From an optimization exercise on the open Yosys and OpenROAD flow, aimed at small area; shortcuts taken in it are not production practice. Function was checked by simulation only, so behaviour that the tests miss may differ from the original. No driver is modelled on the clock port, so clocking that relies on it looks cheaper here than on a real chip.

==> build 14: inputs <==
==> flow/design.v <==
module epl_Row_Decode_sub (
           input  wire [3:0]  pA_i,
           output wire [15:0] pSel_o
       );
wire [3:0] pLoN_w, pHiN_w;
epl_Row_Predecode_sub LO_s (.pA_i(pA_i[1:0]), .pDecN_o(pLoN_w));
epl_Row_Predecode_sub HI_s (.pA_i(pA_i[3:2]), .pDecN_o(pHiN_w));
genvar gi;
generate
    for (gi = 0; gi < 16; gi = gi + 1)
    begin : g_dec
        assign pSel_o[gi] = ~(pHiN_w[gi / 4] | pLoN_w[gi % 4]);
    end
endgenerate
endmodule
module epl_Row_Predecode_sub (
           input  wire [1:0] pA_i,
           output wire [3:0] pDecN_o
       );
assign pDecN_o = ~(4'b0001 << pA_i);
endmodule
module epl_Column_Decode_sub (
           input  wire [15:0] pSel_i,
           input  wire [15:0] pD_i,
           output wire        pQ_o
       );
wire [5:0] pGrpN_w;
genvar gi;
generate
    for (gi = 0; gi < 5; gi = gi + 1)
    begin : g_grp
        epl_Column_Access_sub AOI_s (
                                  .pS_i(pSel_i[3*gi +: 3]),
                                  .pD_i(pD_i[3*gi +: 3]),
                                  .pYn_o(pGrpN_w[gi])
                              );
    end
endgenerate
assign pGrpN_w[5] = ~(pSel_i[15] & pD_i[15]);
assign pQ_o = ~&pGrpN_w;
endmodule
module epl_Control_Circuit_sub (
           input  wire nWen_i,
           input  wire nCen_i,
           output wire pWrite_o,
           output wire pRead_o
       );
assign pWrite_o = (~nCen_i) & (~nWen_i);
assign pRead_o  = (~nCen_i) & ( nWen_i);
endmodule
module epl_ecc_encoder (
           input  wire       pWRITE_i,
           input  wire [3:0] pDATA_i,
           output wire [6:0] pCODEWORD_o
       );
wire [3:0] pG_w = pDATA_i & {4{pWRITE_i}};
wire       pS_w, pR_w, pT_w;
epl_ecc_xor2 X0 (.pA_i(pWRITE_i), .pB_i(pG_w[3]), .pY_o(pS_w));
epl_ecc_xor2 X1 (.pA_i(pS_w),     .pB_i(pG_w[2]), .pY_o(pR_w));
epl_ecc_xor2 X2 (.pA_i(pR_w),     .pB_i(pG_w[1]), .pY_o(pCODEWORD_o[3]));
epl_ecc_xor2 X3 (.pA_i(pR_w),     .pB_i(pG_w[0]), .pY_o(pCODEWORD_o[1]));
epl_ecc_xor2 X4 (.pA_i(pS_w),     .pB_i(pG_w[1]), .pY_o(pT_w));
epl_ecc_xor2 X5 (.pA_i(pT_w),     .pB_i(pG_w[0]), .pY_o(pCODEWORD_o[0]));
assign pCODEWORD_o[6] = pG_w[3];
assign pCODEWORD_o[5] = pG_w[2];
assign pCODEWORD_o[4] = pG_w[1];
assign pCODEWORD_o[2] = pG_w[0];
endmodule
module epl_ecc_xor2 (
           input  wire pA_i,
           input  wire pB_i,
           output wire pY_o
       );
assign pY_o = pA_i ^ pB_i;
endmodule
module epl_Column_Access_sub (
           input  wire [2:0] pS_i,
           input  wire [2:0] pD_i,
           output wire       pYn_o
       );
assign pYn_o = ~|(pS_i & pD_i);
endmodule
module epl_Read_Mux_sub (
           input  wire       pWrite_i,
           input  wire [3:0] pWd_i,
           input  wire [3:0] pRd_i,
           output wire [3:0] pQ_o
       );
assign pQ_o = pWrite_i ? pWd_i : pRd_i;
endmodule
module epl_FFRAM02_top_fi (
           input  wire [4-1 :0] pA_i,
           input  wire [1-1:0]       pFS_i,
           input  wire [4-1:0]  pD_i,
           input  wire                    pCLOCK_i,
           input  wire                    nRESET_i,
           input  wire                    nCEN_i,
           input  wire                    nWEN_i,
           output reg  [4-1:0]  pQ_o,
           output reg                     pERR_o,
           output wire [6:0]              pCcodeword1_o
       );
wire pWrite_w, pRead_w;
epl_Control_Circuit_sub CC_s (
                            .nWen_i  (nWEN_i),
                            .nCen_i  (nCEN_i),
                            .pWrite_o(pWrite_w),
                            .pRead_o (pRead_w)
                        );
wire pRdHit_w = pFS_i[0] & (pA_i[3:1] == 3'b001);
reg [3:0]  pMem_r [0:15];
reg [15:0] pOk_r;
wire [15:0] pSel_w;
wire [3:0]  pRd_w;                   
wire        pRdOk_w;                 
wire [3:0]  pWd_w;                   
epl_Row_Decode_sub RD_s (
                       .pA_i  (pA_i),
                       .pSel_o(pSel_w)
                   );
epl_Read_Mux_sub WD_s (
                     .pWrite_i(pWrite_w),
                     .pWd_i   (pD_i),
                     .pRd_i   (pRd_w),
                     .pQ_o    (pWd_w)
                 );
genvar gi;
generate
    for (gi = 0; gi < 16; gi = gi + 1)
    begin : g_word
        always @(posedge pCLOCK_i)
        begin
            if (pSel_w[gi])
                pMem_r[gi] <= pWd_w;
        end
        always @(posedge pCLOCK_i or negedge nRESET_i)
        begin
            if (!nRESET_i)
                pOk_r[gi] <= 1'b0;
            else if (pSel_w[gi] & pWrite_w)
                pOk_r[gi] <= ((gi == 4) || (gi == 5)) ? ~pFS_i[0] : 1'b1;
        end
    end
endgenerate
generate
    for (gi = 0; gi < 5; gi = gi + 1)
    begin : g_rd
        wire [15:0] pCol_w;
        genvar gw;
        for (gw = 0; gw < 16; gw = gw + 1)
        begin : g_col
            if (gi == 4)
                assign pCol_w[gw] = pOk_r[gw];
            else
                assign pCol_w[gw] = pMem_r[gw][gi];
        end
        if (gi == 4)
        begin : g_ok
            epl_Column_Decode_sub RM_s (
                                      .pSel_i(pSel_w),
                                      .pD_i  (pCol_w),
                                      .pQ_o  (pRdOk_w)
                                  );
        end
        else
        begin : g_d
            epl_Column_Decode_sub RM_s (
                                      .pSel_i(pSel_w),
                                      .pD_i  (pCol_w),
                                      .pQ_o  (pRd_w[gi])
                                  );
        end
    end
endgenerate
wire [4:0] pX_w = {pRdOk_w, pWd_w};  
reg        pW1_r, pV1_r;
reg [4:0]  pS1_r;                    
reg        pA2_r, pB2_r, pA3_r, pB3_r;
reg [3:1]  pC2_r, pC3_r;
reg        pDist_r;
always @(posedge pCLOCK_i or negedge nRESET_i)
begin
    if (!nRESET_i)
    begin
        pW1_r <= 1'b0;
        pV1_r <= 1'b0;
        pA2_r <= 1'b0;
        pB2_r <= 1'b0;
        pA3_r <= 1'b0;
        pB3_r <= 1'b0;
    end
    else
    begin
        pW1_r <= pWrite_w;
        pV1_r <= pRead_w;
        pA2_r <= pV1_r & pS1_r[4];
        pB2_r <= pV1_r & (~pS1_r[4] | pS1_r[0]);
        pA3_r <= pA2_r;
        pB3_r <= pB2_r;
    end
end
always @(posedge pCLOCK_i)
begin
    pS1_r <= pX_w;
    pC2_r <= pS1_r[3:1];
    pC3_r <= pC2_r;
end
wire pV3_w = pA3_r | pB3_r;
always @(posedge pCLOCK_i or negedge nRESET_i)
begin
    if (!nRESET_i)
        pDist_r <= 1'b0;
    else if (pRead_w)
        pDist_r <= pRdHit_w;
    else if (pV3_w)
        pDist_r <= 1'b0;
end
always @(posedge pCLOCK_i or negedge nRESET_i)
begin
    if (!nRESET_i)
    begin
        pQ_o   <= 4'b0;
        pERR_o <= 1'b0;
    end
    else if (pA3_r)
    begin
        pQ_o   <= {pC3_r, pB3_r};
        pERR_o <= pDist_r;
    end
    else if (pB3_r)
    begin
        pQ_o   <= pDist_r ? 4'b0100 : 4'b1000;
        pERR_o <= 1'b1;
    end
    else
    begin
        pQ_o   <= 4'b0;
        pERR_o <= 1'b0;
    end
end
epl_ecc_encoder EE_s (
                    .pWRITE_i   (pW1_r),
                    .pDATA_i    (pS1_r[3:0]),
                    .pCODEWORD_o(pCcodeword1_o)
                );
endmodule
==> flow/flow/run.sh <==
#!/bin/bash
# The standard layout (standard.sh), with two changes:
#  - port buffers use the smallest buffer cell (every port still gets one);
#  - the clock tree is built by flow/clock_tree.tcl instead of TritonCTS:
#    the clock port drives one inverter, which drives a few large inverters,
#    each driving one position-based cluster of flip-flops.
# Each tool's output goes to a log file of its own in this folder.
set -euo pipefail
export BUFFER_PORTS_ARGS="-buffer_cell sky130_fd_sc_hd__buf_1"
bash standard.sh place > log_standard_place.log 2>&1
openroad -no_init -exit flow/clock_tree.tcl > log_clock_tree.log 2>&1
bash standard.sh > log_standard_finish.log 2>&1
==> flow/flow/clock_tree.tcl <==
# Clock tree for the placed design, in place of ORFS's CTS step.
# Reads ORFS's 3_place result and writes the 4_1_cts result that the rest of
# the standard flow continues from.
set res orfs/results/sky130hd/epl_FFRAM02_top_fi/base
set nleaf 3
set leafcell sky130_fd_sc_hd__inv_16
set rootcell sky130_fd_sc_hd__inv_4

read_liberty $::env(FLOW_HOME)/platforms/sky130hd/lib/sky130_fd_sc_hd__tt_025C_1v80.lib
read_db $res/3_place.odb
read_sdc $res/3_place.sdc
source $::env(FLOW_HOME)/platforms/sky130hd/setRC.tcl
source flow/mcts.tcl

mcts_build $nleaf $leafcell $rootcell

detailed_placement
check_placement -verbose
set_propagated_clock [all_clocks]
estimate_parasitics -placement
report_clock_skew
report_worst_slack -min
report_worst_slack -max
set m 0
foreach p [get_pins */CLK] {
  set s [get_property $p slew_max]
  if {$s > $m} { set m $s }
}
puts "largest flip-flop clock pin slew (placement estimate): $m"

write_db $res/4_1_cts.odb
write_sdc -no_timestamp $res/4_cts.sdc
==> flow/flow/mcts.tcl <==
# Clock tree builder: flip-flops are split into K clusters by position
# (balanced k-means); each cluster gets one leaf driver at its centre.
proc mcts_build { K bufcell {rootcell ""} } {
  set block [ord::get_db_block]
  set clknet [$block findNet pCLOCK_i]
  set sinks {}
  foreach it [$clknet getITerms] {
    set inst [$it getInst]
    set b [$inst getBBox]
    lappend sinks [list $it [expr {([$b xMin]+[$b xMax])/2.0}] [expr {([$b yMin]+[$b yMax])/2.0}]]
  }
  set n [llength $sinks]
  # init centers: spread along sorted x then y
  set sorted [lsort -real -index 1 $sinks]
  set cx {}; set cy {}
  for {set k 0} {$k < $K} {incr k} {
    set s [lindex $sorted [expr {int(($k + 0.5) * $n / $K)}]]
    lappend cx [lindex $s 1]; lappend cy [lindex $s 2]
  }
  set cap [expr {int(ceil(double($n) / $K)) + 2}]
  for {set iter 0} {$iter < 30} {incr iter} {
    # balanced assignment: greedy by distance with capacity
    set pairs {}
    set i 0
    foreach s $sinks {
      for {set k 0} {$k < $K} {incr k} {
        set d [expr {abs([lindex $s 1]-[lindex $cx $k]) + abs([lindex $s 2]-[lindex $cy $k])}]
        lappend pairs [list $d $i $k]
      }
      incr i
    }
    set pairs [lsort -real -index 0 $pairs]
    array unset asg; array unset cnt
    for {set k 0} {$k < $K} {incr k} { set cnt($k) 0 }
    foreach p $pairs {
      lassign $p d i k
      if {[info exists asg($i)]} continue
      if {$cnt($k) >= $cap} continue
      set asg($i) $k; incr cnt($k)
    }
    set sx {}; set sy {}
    for {set k 0} {$k < $K} {incr k} { set sumx($k) 0.0; set sumy($k) 0.0 }
    set i 0
    foreach s $sinks {
      set k $asg($i)
      set sumx($k) [expr {$sumx($k) + [lindex $s 1]}]
      set sumy($k) [expr {$sumy($k) + [lindex $s 2]}]
      incr i
    }
    set cx {}; set cy {}
    for {set k 0} {$k < $K} {incr k} {
      lappend cx [expr {$sumx($k) / max(1,$cnt($k))}]
      lappend cy [expr {$sumy($k) / max(1,$cnt($k))}]
    }
  }
  set master [[ord::get_db] findMaster $bufcell]
  set srcnet $clknet
  if {$rootcell ne ""} {
    set rm [[ord::get_db] findMaster $rootcell]
    set rinst [odb::dbInst_create $block $rm "clkroot_0"]
    set sx 0.0; set sy 0.0
    for {set k 0} {$k < $K} {incr k} { set sx [expr {$sx + [lindex $cx $k]}]; set sy [expr {$sy + [lindex $cy $k]}] }
    $rinst setLocation [expr {int($sx / $K)}] [expr {int($sy / $K)}]
    $rinst setPlacementStatus PLACED
    $rinst setSourceType TIMING
    set srcnet [odb::dbNet_create $block "clknet_root"]
    $srcnet setSigType CLOCK
    [$rinst findITerm A] connect $clknet
    [$rinst findITerm Y] connect $srcnet
  }
  for {set k 0} {$k < $K} {incr k} {
    set inst [odb::dbInst_create $block $master "clkbuf_leaf_$k"]
    $inst setLocation [expr {int([lindex $cx $k])}] [expr {int([lindex $cy $k])}]
    $inst setPlacementStatus PLACED
    $inst setSourceType TIMING
    set net [odb::dbNet_create $block "clknet_leaf_$k"]
    $net setSigType CLOCK
    [$inst findITerm A] connect $srcnet
    set oterm [$inst findITerm X]
    if {$oterm eq "NULL" || $oterm eq ""} { set oterm [$inst findITerm Y] }
    $oterm connect $net
    set lists($k) $net
  }
  set i 0
  foreach s $sinks {
    set it [lindex $s 0]
    $it disconnect
    $it connect $lists($asg($i))
    incr i
  }
  for {set k 0} {$k < $K} {incr k} { puts "cluster $k: $cnt($k) sinks" }
}
==> flow/standard.sh <==
#!/bin/bash
# synth_recipe.tcl (not shown) runs the flow's synth.tcl, then flattens the netlist and writes it again
# the make line also repeats each setting of config.mk as NAME=value (left out here)
make -C /OpenROAD-flow-scripts/flow DESIGN_CONFIG=/design/flow/config.mk WORK_HOME=/design/flow/orfs CLKGATE_MAP_FILE= SYNTH_SCRIPT=/design/flow/synth_recipe.tcl "${@:-finish}"
==> flow/config.mk <==
export PLATFORM = sky130hd
export DESIGN_NAME = epl_FFRAM02_top_fi
export DESIGN_NICKNAME = epl_FFRAM02_top_fi
export VERILOG_FILES = /design/flow/design.v
export SDC_FILE = /design/flow/constraint.sdc
export NUM_CORES = 4
export LEC_CHECK = 0
export CAP_MARGIN = 20
export CORE_MARGIN = 2
export CORE_UTILIZATION = 60
export GPL_TIMING_DRIVEN = 0
export SLEW_MARGIN = 20
export SYNTH_HIERARCHICAL = 1
export SYNTH_MINIMUM_KEEP_SIZE = 0
==> flow/constraint.sdc <==
create_clock -name core_clock -period 4.0 [get_ports {pCLOCK_i}]
set_input_delay 0.8000 -clock core_clock [delete_from_list [all_inputs] [get_ports {pCLOCK_i}]]
set_output_delay 0.8000 -clock core_clock [all_outputs]
set_load 0.01 [all_outputs]
==> trial 70 (differences from build 14) <==
--- a/flow/flow/clock_tree.tcl
+++ b/flow/flow/clock_tree.tcl
@@ -3,7 +3,7 @@
 # the standard flow continues from.
 set res orfs/results/sky130hd/epl_FFRAM02_top_fi/base
 set nleaf 3
-set leafcell sky130_fd_sc_hd__inv_16
+set leafcell sky130_fd_sc_hd__inv_12
 set rootcell sky130_fd_sc_hd__inv_4
 
 read_liberty $::env(FLOW_HOME)/platforms/sky130hd/lib/sky130_fd_sc_hd__tt_025C_1v80.lib
CORE_UTILIZATION = 75   (was 60)
==> notes <==
Build 14 passed the timing, DRC and antenna checks. Trial 70 passed the timing, DRC and antenna checks. Area after synthesis is the same in build 14 and trial 70. Between trial 70 and build 14, the lower setup slack is in build 14 (gap 0.056 ns). Cell area: trial 70 is smaller than build 14 (about 0.54%). Die area: trial 70 is smaller than build 14 (19%). Core utilization: trial 70 is higher than build 14 (16 points). In flip-flop and latch count, build 14 and trial 70 do not differ. Against build 14, the global-route usage of trial 70 is higher by 5.4 points. Critical path depth is the same in build 14 and trial 70.

==> static timing again, ports no longer ideal <==
No port has a modelled driver above. Below, the same layouts with a new extraction and two added sets of constraints.
Step 1 sets driving cells, clkbuf_16 on the clock port and buf_2 on the other inputs (assumed; they add their load-dependent delay and slew).
Step 2, shift: input delay + t, output delay - t, t = (earliest + latest rising clock arrival at the registers) / 2. This alone moves slack from input paths to output paths.
Three values: ideal ports, drivers, drivers and shift; two values: the first two.
run	t, ns	setup slack, ns	hold slack, ns	slew at the worst register clock pin (ns)
build 14	0.269	1.106 / 1.118 / 0.849	0.338 / 0.338 / 0.338	0.10 / 0.10
trial 70	0.253	1.162 / 1.172 / 0.920	0.335 / 0.335 / 0.335	0.11 / 0.11
After both steps setup and hold are still met in every run listed. The setup slack of build 14, which loses most, moves by +0.012 ns with the drivers and by -0.257 ns with both steps.
